This is an optimization exercise on Yosys and OpenROAD, whose aim is small area, not a production implementation.
The RTL was checked by simulation tests, not by an equivalence proof against the original design.
No activity file was given, so power comes from the tool's default toggle rates.

// top
module top(
        input uart,
        input clk_12,
        input rst,
        output uart2
);
For scale: roughly 210 cells after synthesis, ~19 flip-flops, about 4 I/O pins, about 0.0014 mm2 of cells after synthesis.
==> flow/config.mk <==
export PLATFORM = sky130hd
export DESIGN_NAME = top
export DESIGN_NICKNAME = top
export VERILOG_FILES = /design/flow/design.v
export SDC_FILE = /design/flow/constraint.sdc
export NUM_CORES = 4
export LEC_CHECK = 0
export CAP_MARGIN = 20
export CORE_MARGIN = 2
export CORE_UTILIZATION = 40
export GPL_TIMING_DRIVEN = 0
export SLEW_MARGIN = 20
==> flow/constraint.sdc <==
create_clock -name core_clock -period 10.0 [get_ports {clk_12}]
set_input_delay 2.0000 -clock core_clock [delete_from_list [all_inputs] [get_ports {clk_12}]]
set_output_delay 2.0000 -clock core_clock [all_outputs]
set_load 0.01 [all_outputs]
standard.sh (not shown) runs the stock make flow with config.mk's settings and CLKGATE_MAP_FILE= SYNTH_SCRIPT=/design/flow/synth_recipe.tcl, a recipe that flattens the netlist after the stock synthesis.
==> flow/flow/run.sh <==
#!/bin/bash
# Own layout flow: the standard layout (standard.sh), except that
#  - synthesis maps the logic with an area-oriented ABC script (flow/abc_area.script) and
#    without the adder extraction step; registers come out of the same Yosys passes as
#    the standard synthesis, so they keep their names and cell types;
#  - the port buffers are the smallest buffer, sky130_fd_sc_hd__buf_1;
#  - clock tree synthesis uses sky130_fd_sc_hd__clkbuf_4 and adds no dummy loads.
# Each step's full output goes to a log file here (synth.log, layout.log) and ORFS's own
# logs under orfs/logs.
set -euo pipefail
W=$(pwd)
# ORFS's synth.tcl, with the ABC script replaced by ours
sed -e "/^source .*synth_preamble.tcl/a set abc_args [lreplace \$abc_args 1 1 {$W/flow/abc_area.script}]" \
  "$FLOW_HOME/scripts/synth.tcl" > "$W/my_synth_core.tcl"
grep -q lreplace "$W/my_synth_core.tcl"
# synth_recipe.tcl, sourcing that copy
sed -e "s#^source .*synth.tcl#source {$W/my_synth_core.tcl}#" "$W/synth_recipe.tcl" > "$W/my_synth.tcl"
grep -q my_synth_core "$W/my_synth.tcl"
# standard.sh with that synthesis script, no adder map and buf_1 port buffers
sed -E "s#'?SYNTH_SCRIPT=[^ ']*'?#SYNTH_SCRIPT=$W/my_synth.tcl ADDER_MAP_FILE= \"BUFFER_PORTS_ARGS=-buffer_cell sky130_fd_sc_hd__buf_1\" \"CTS_ARGS=-sink_clustering_enable -repair_clock_nets -buf_list sky130_fd_sc_hd__clkbuf_4 -dont_use_dummy_load\"#" \
  "$W/standard.sh" > "$W/my_standard.sh"
grep -q my_synth.tcl "$W/my_standard.sh"
bash "$W/my_standard.sh" synth > "$W/synth.log" 2>&1
bash "$W/my_standard.sh" finish > "$W/layout.log" 2>&1
test -f "$W/out/final.def"
==> flow/flow/abc_area.script <==
strash
&get -n
&deepsyn -S 5 -J 1000
&put
dch -f
amap
topo
Next try:
--- a/flow/flow/run.sh
+++ b/flow/flow/run.sh
@@ -7 +7 @@
-#  - clock tree synthesis uses sky130_fd_sc_hd__clkbuf_4 and adds no dummy loads.
+#  - clock tree synthesis uses sky130_fd_sc_hd__clkbuf_8 and adds no dummy loads.
@@ -20 +20 @@
-sed -E "s#'?SYNTH_SCRIPT=[^ ']*'?#SYNTH_SCRIPT=$W/my_synth.tcl ADDER_MAP_FILE= \"BUFFER_PORTS_ARGS=-buffer_cell sky130_fd_sc_hd__buf_1\" \"CTS_ARGS=-sink_clustering_enable -repair_clock_nets -buf_list sky130_fd_sc_hd__clkbuf_4 -dont_use_dummy_load\"#" \
+sed -E "s#'?SYNTH_SCRIPT=[^ ']*'?#SYNTH_SCRIPT=$W/my_synth.tcl ADDER_MAP_FILE= \"BUFFER_PORTS_ARGS=-buffer_cell sky130_fd_sc_hd__buf_1\" \"CTS_ARGS=-sink_clustering_enable -repair_clock_nets -buf_list sky130_fd_sc_hd__clkbuf_8 -dont_use_dummy_load\"#" \
After rerunning: Final area climbs by 1.3%; utilization climbs by 0.57 points; synthesized area stays the same; non-clock buffer count is unchanged; sequential power barely changes.

---

The RTL this note starts from:
==> flow/design.v <==
`default_nettype none
module top(
        input uart,
        input clk_12,
        input rst,
        output uart2
);
localparam [127:0] RXCHARS = 128'h148425168ea60d941b5f0a9c8751cb73;
localparam [511:0] FLAG = 512'h7133355f337630315f5f5f34616563643534653539643830666237363864393463346165653662356665617b67616c660a7d5f63693930315f316169376e3375;
localparam [127:0] TRY = 128'h0a2e2e7a6c70206e6961676120797254;
localparam [6:0] CNT_START = 7'd37;    
localparam [6:0] CNT_BIT = 7'd107;      
reg [6:0] cnt;
reg [3:0] bitn;
reg [5:0] idx;
reg ok;                  
reg tx;                  
wire tick = (cnt == 7'd0);
wire idle = ~tx & (bitn == 4'd1);
wire wrap = tick & (bitn == 4'd0) & (idx[3:0] == 4'd0);
wire to_tx = ~tx & wrap;
wire done = tx & wrap & (ok ? (idx[5:4] == 2'b01) : (idx[5:4] == 2'b10));
wire [7:0] rxchr = RXCHARS[idx[3:0]*8 +: 8];
wire [7:0] txchr = ok ? FLAG[idx*8 +: 8] : TRY[idx[3:0]*8 +: 8];
wire tab = tx ? txchr[bitn[2:0]] : rxchr[bitn[2:0]];    
always @(posedge clk_12) begin
        if (idle)
                cnt <= CNT_START;
        else if (tick)
                cnt <= CNT_BIT;
        else
                cnt <= {cnt[5:0], ~(cnt[6] ^ cnt[5])};
end
always @(posedge clk_12) begin
        if (rst | done) begin
                bitn <= 4'd1;
                idx <= 6'd0;
                ok <= 1'b1;
                tx <= 1'b0;
        end else begin
                if ((idle & ~uart) | (tx & tick & (bitn == 4'd0)))
                        bitn <= 4'd7;
                else if (tick) begin     
                        bitn <= bitn + 4'd1;
                        if (bitn == 4'd15)
                                idx <= idx + 6'd1;
                end
                if (to_tx)
                        tx <= 1'b1;
                if (~tx & tick & bitn[3] & (uart != tab))
                        ok <= 1'b0;
        end
end
assign uart2 = ~tx | (bitn[3] ? tab : (bitn != 4'd7));
endmodule
Settings: LEC_CHECK=0, CAP_MARGIN=20, CORE_MARGIN=2, CORE_UTILIZATION=40, GPL_TIMING_DRIVEN=0, SLEW_MARGIN=20; clock period 10.0 ns.
==> flow/flow/run.sh <==
#!/bin/bash
# Own layout flow: the standard layout (standard.sh), except that
#  - synthesis maps the logic with an area-oriented ABC script and without the adder
#    extraction step. The script restructures the logic with ABC's &deepsyn, whose result
#    depends on its random seed: the flow tries seeds 1..8 on the logic Yosys hands to ABC
#    and synthesises with the one whose mapping is smallest. Registers come out of the
#    same Yosys passes as the standard synthesis, so they keep their names and cell types;
#  - the port buffers are the smallest buffer, sky130_fd_sc_hd__buf_1;
#  - clock tree synthesis uses sky130_fd_sc_hd__clkbuf_4 and adds no dummy loads.
# Each step's full output goes to a log file here (synth_probe.log, seed_N.log, synth.log,
# layout.log) and ORFS's own logs under orfs/logs.
set -euo pipefail
W=$(pwd)
LIB="$FLOW_HOME/platforms/sky130hd/lib/sky130_fd_sc_hd__tt_025C_1v80.lib"
DONT=$(grep -oE 'sky130_fd_sc_hd__(probe|lpflow)[a-z0-9_]+' "$FLOW_HOME/platforms/sky130hd/config.mk" | sort -u | sed 's/^/-X /' | tr '\n' ' ')
MAP="dch -f; amap; topo"
YABC="$FLOW_HOME/../tools/install/yosys/bin/yosys-abc"
[ -x "$YABC" ] || YABC=$(command -v yosys-abc)

# synthesis with ABC script $1: ORFS's synth.tcl with the ABC script replaced, sourced by
# a copy of synth_recipe.tcl, run by a copy of standard.sh without the adder map
synth_with() {
  sed -e "/^source .*synth_preamble.tcl/a set abc_args [lreplace \$abc_args 1 1 {$1}]" \
    "$FLOW_HOME/scripts/synth.tcl" > "$W/my_synth_core.tcl"
  grep -q lreplace "$W/my_synth_core.tcl"
  sed -e "s#^source .*synth.tcl#source {$W/my_synth_core.tcl}#" "$W/synth_recipe.tcl" > "$W/my_synth.tcl"
  grep -q my_synth_core "$W/my_synth.tcl"
  sed -E "s#'?SYNTH_SCRIPT=[^ ']*'?#SYNTH_SCRIPT=$W/my_synth.tcl ADDER_MAP_FILE= \"BUFFER_PORTS_ARGS=-buffer_cell sky130_fd_sc_hd__buf_1\" \"CTS_ARGS=-sink_clustering_enable -repair_clock_nets -buf_list sky130_fd_sc_hd__clkbuf_4 -dont_use_dummy_load\"#" \
    "$W/standard.sh" > "$W/my_standard.sh"
  grep -q my_synth.tcl "$W/my_standard.sh"
}

# 1. a first synthesis that saves the logic ABC is given
printf 'write_blif %s\nstrash\n%s\n' "$W/abc_in.blif" "$MAP" > "$W/abc_probe.script"
synth_with "$W/abc_probe.script"
bash "$W/my_standard.sh" synth > "$W/synth_probe.log" 2>&1
test -s "$W/abc_in.blif"

# 2. &deepsyn with seeds 1..8, NUM_CORES at a time; keep the smallest mapping
seed_area() {
  "$YABC" -c "read_lib -w $DONT $LIB; read $W/abc_in.blif; strash; &get -n; &deepsyn -S $1 -J 1000; &put; $MAP; print_stats" \
    > "$W/seed_$1.log" 2>&1 || true
}
N=${NUM_CORES:-4}
for S in 1 2 3 4 5 6 7 8; do
  seed_area $S &
  while [ "$(jobs -rp | wc -l)" -ge "$N" ]; do sleep 2; done
done
wait
BEST=1; BESTA=1e30
for S in 1 2 3 4 5 6 7 8; do
  A=$(grep -oE 'area *= *[0-9.]+' "$W/seed_$S.log" | tail -1 | grep -oE '[0-9.]+$' || true)
  echo "seed $S area ${A:-none}" >> "$W/seeds.txt"
  if [ -n "$A" ] && awk "BEGIN{exit !($A < $BESTA)}"; then BEST=$S; BESTA=$A; fi
done
echo "best seed $BEST area $BESTA" >> "$W/seeds.txt"

# 3. the synthesis for the layout, with the best seed, then the rest of the layout
printf 'strash\n&get -n\n&deepsyn -S %s -J 1000\n&put\n%s\n' "$BEST" "$MAP" > "$W/abc_area.script"
synth_with "$W/abc_area.script"
bash "$W/my_standard.sh" clean_synth > "$W/clean_synth.log" 2>&1
bash "$W/my_standard.sh" synth > "$W/synth.log" 2>&1
bash "$W/my_standard.sh" finish > "$W/layout.log" 2>&1
test -f "$W/out/final.def"
Next try:
--- a/flow/flow/run.sh
+++ b/flow/flow/run.sh
@@ -3,6 +3,7 @@
 #  - synthesis maps the logic with an area-oriented ABC script and without the adder
 #    extraction step. The script restructures the logic with ABC's &deepsyn, whose result
-#    depends on its random seed: the flow tries seeds 1..8 on the logic Yosys hands to ABC
-#    and synthesises with the one whose mapping is smallest. Registers come out of the
+#    depends on its random seed, and the cell mapping after it on the mapping commands: the
+#    flow tries seeds 1..12, each with four mapping command lists, on the logic Yosys hands
+#    to ABC, and synthesises with the pair whose mapping is smallest. Registers come out of the
 #    same Yosys passes as the standard synthesis, so they keep their names and cell types;
 #  - the port buffers are the smallest buffer, sky130_fd_sc_hd__buf_1;
@@ -37,25 +38,33 @@
 test -s "$W/abc_in.blif"
 
-# 2. &deepsyn with seeds 1..8, NUM_CORES at a time; keep the smallest mapping
+# 2. &deepsyn with seeds 1..12, NUM_CORES at a time, each mapped four ways; keep the smallest
+TAILS=("dch -f; amap" "dch; amap" "amap" "&get -n; &dch -f; &nf -R 1000; &put")
 seed_area() {
-  "$YABC" -c "read_lib -w $DONT $LIB; read $W/abc_in.blif; strash; &get -n; &deepsyn -S $1 -J 1000; &put; $MAP; print_stats" \
+  "$YABC" -c "read_lib -w $DONT $LIB; read $W/abc_in.blif; strash; &get -n; &deepsyn -S $1 -J 1000; &put; write_blif $W/seed_$1.blif" \
     > "$W/seed_$1.log" 2>&1 || true
+  for T in 0 1 2 3; do
+    "$YABC" -c "read_lib -w $DONT $LIB; read $W/seed_$1.blif; strash; ${TAILS[$T]}; topo; print_stats" \
+      > "$W/seed_$1_map_$T.log" 2>&1 || true
+  done
 }
 N=${NUM_CORES:-4}
-for S in 1 2 3 4 5 6 7 8; do
+SEEDS="1 2 3 4 5 6 7 8 9 10 11 12"
+for S in $SEEDS; do
   seed_area $S &
   while [ "$(jobs -rp | wc -l)" -ge "$N" ]; do sleep 2; done
 done
 wait
-BEST=1; BESTA=1e30
-for S in 1 2 3 4 5 6 7 8; do
-  A=$(grep -oE 'area *= *[0-9.]+' "$W/seed_$S.log" | tail -1 | grep -oE '[0-9.]+$' || true)
-  echo "seed $S area ${A:-none}" >> "$W/seeds.txt"
-  if [ -n "$A" ] && awk "BEGIN{exit !($A < $BESTA)}"; then BEST=$S; BESTA=$A; fi
+BEST=1; BESTT=0; BESTA=1e30
+for S in $SEEDS; do
+  for T in 0 1 2 3; do
+    A=$(grep -oE 'area *= *[0-9.]+' "$W/seed_${S}_map_$T.log" 2>/dev/null | tail -1 | grep -oE '[0-9.]+$' || true)
+    echo "seed $S mapping $T area ${A:-none}" >> "$W/seeds.txt"
+    if [ -n "$A" ] && awk "BEGIN{exit !($A < $BESTA)}"; then BEST=$S; BESTT=$T; BESTA=$A; fi
+  done
 done
-echo "best seed $BEST area $BESTA" >> "$W/seeds.txt"
+echo "best seed $BEST mapping $BESTT area $BESTA" >> "$W/seeds.txt"
 
-# 3. the synthesis for the layout, with the best seed, then the rest of the layout
-printf 'strash\n&get -n\n&deepsyn -S %s -J 1000\n&put\n%s\n' "$BEST" "$MAP" > "$W/abc_area.script"
+# 3. the synthesis for the layout, with the best seed and mapping, then the rest of the layout
+printf 'strash\n&get -n\n&deepsyn -S %s -J 1000\n&put\nstrash\n%s\ntopo\n' "$BEST" "${TAILS[$BESTT]}" > "$W/abc_area.script"
 synth_with "$W/abc_area.script"
 bash "$W/my_standard.sh" clean_synth > "$W/clean_synth.log" 2>&1
Power falls by 0.46%.
Die area is lower by 0.77%.
Sequential power stays flat.
Final cell count goes down by 0.75%.
Wire length came out lower by about 4%.
Non-clock buffer count is unchanged.

[re-timing with driven ports]
In the flow no input, the clock included, has a driving cell. The finished layouts below were timed again as built, in two steps.
Step 1 assumes that a clkbuf_16 drives the clock port and a buf_2 every other input.
Step 2, shift: input delay + t, output delay - t, t = (earliest + latest rising clock arrival at the registers) / 2. This alone moves slack from input paths to output paths.
Slacks: ideal ports / drivers / drivers and shift; pairs: ideal ports / drivers.
| run | t (ns) | slack for setup (ns) | hold slack, ns | worst setup path at the end | pins driven straight from the clock port |
|---|---|---|---|---|---|
| the first run of note 1 | 0.315 | 3.304 / 3.283 / 3.598 | 0.468 / 0.468 / 0.468 | register to output | 1 |
| the second run of note 1 | 0.278 | 3.363 / 3.339 / 3.617 | 0.460 / 0.460 / 0.460 | register to output | 1 |
| the first run of note 2 | 0.315 | 3.304 / 3.283 / 3.598 | 0.468 / 0.468 / 0.468 | register to output | 1 |
| the second run of note 2 | 0.310 | 3.171 / 3.152 / 3.462 | 0.436 / 0.436 / 0.436 | register to output | 1 |
After both steps every run listed still meets setup and hold.
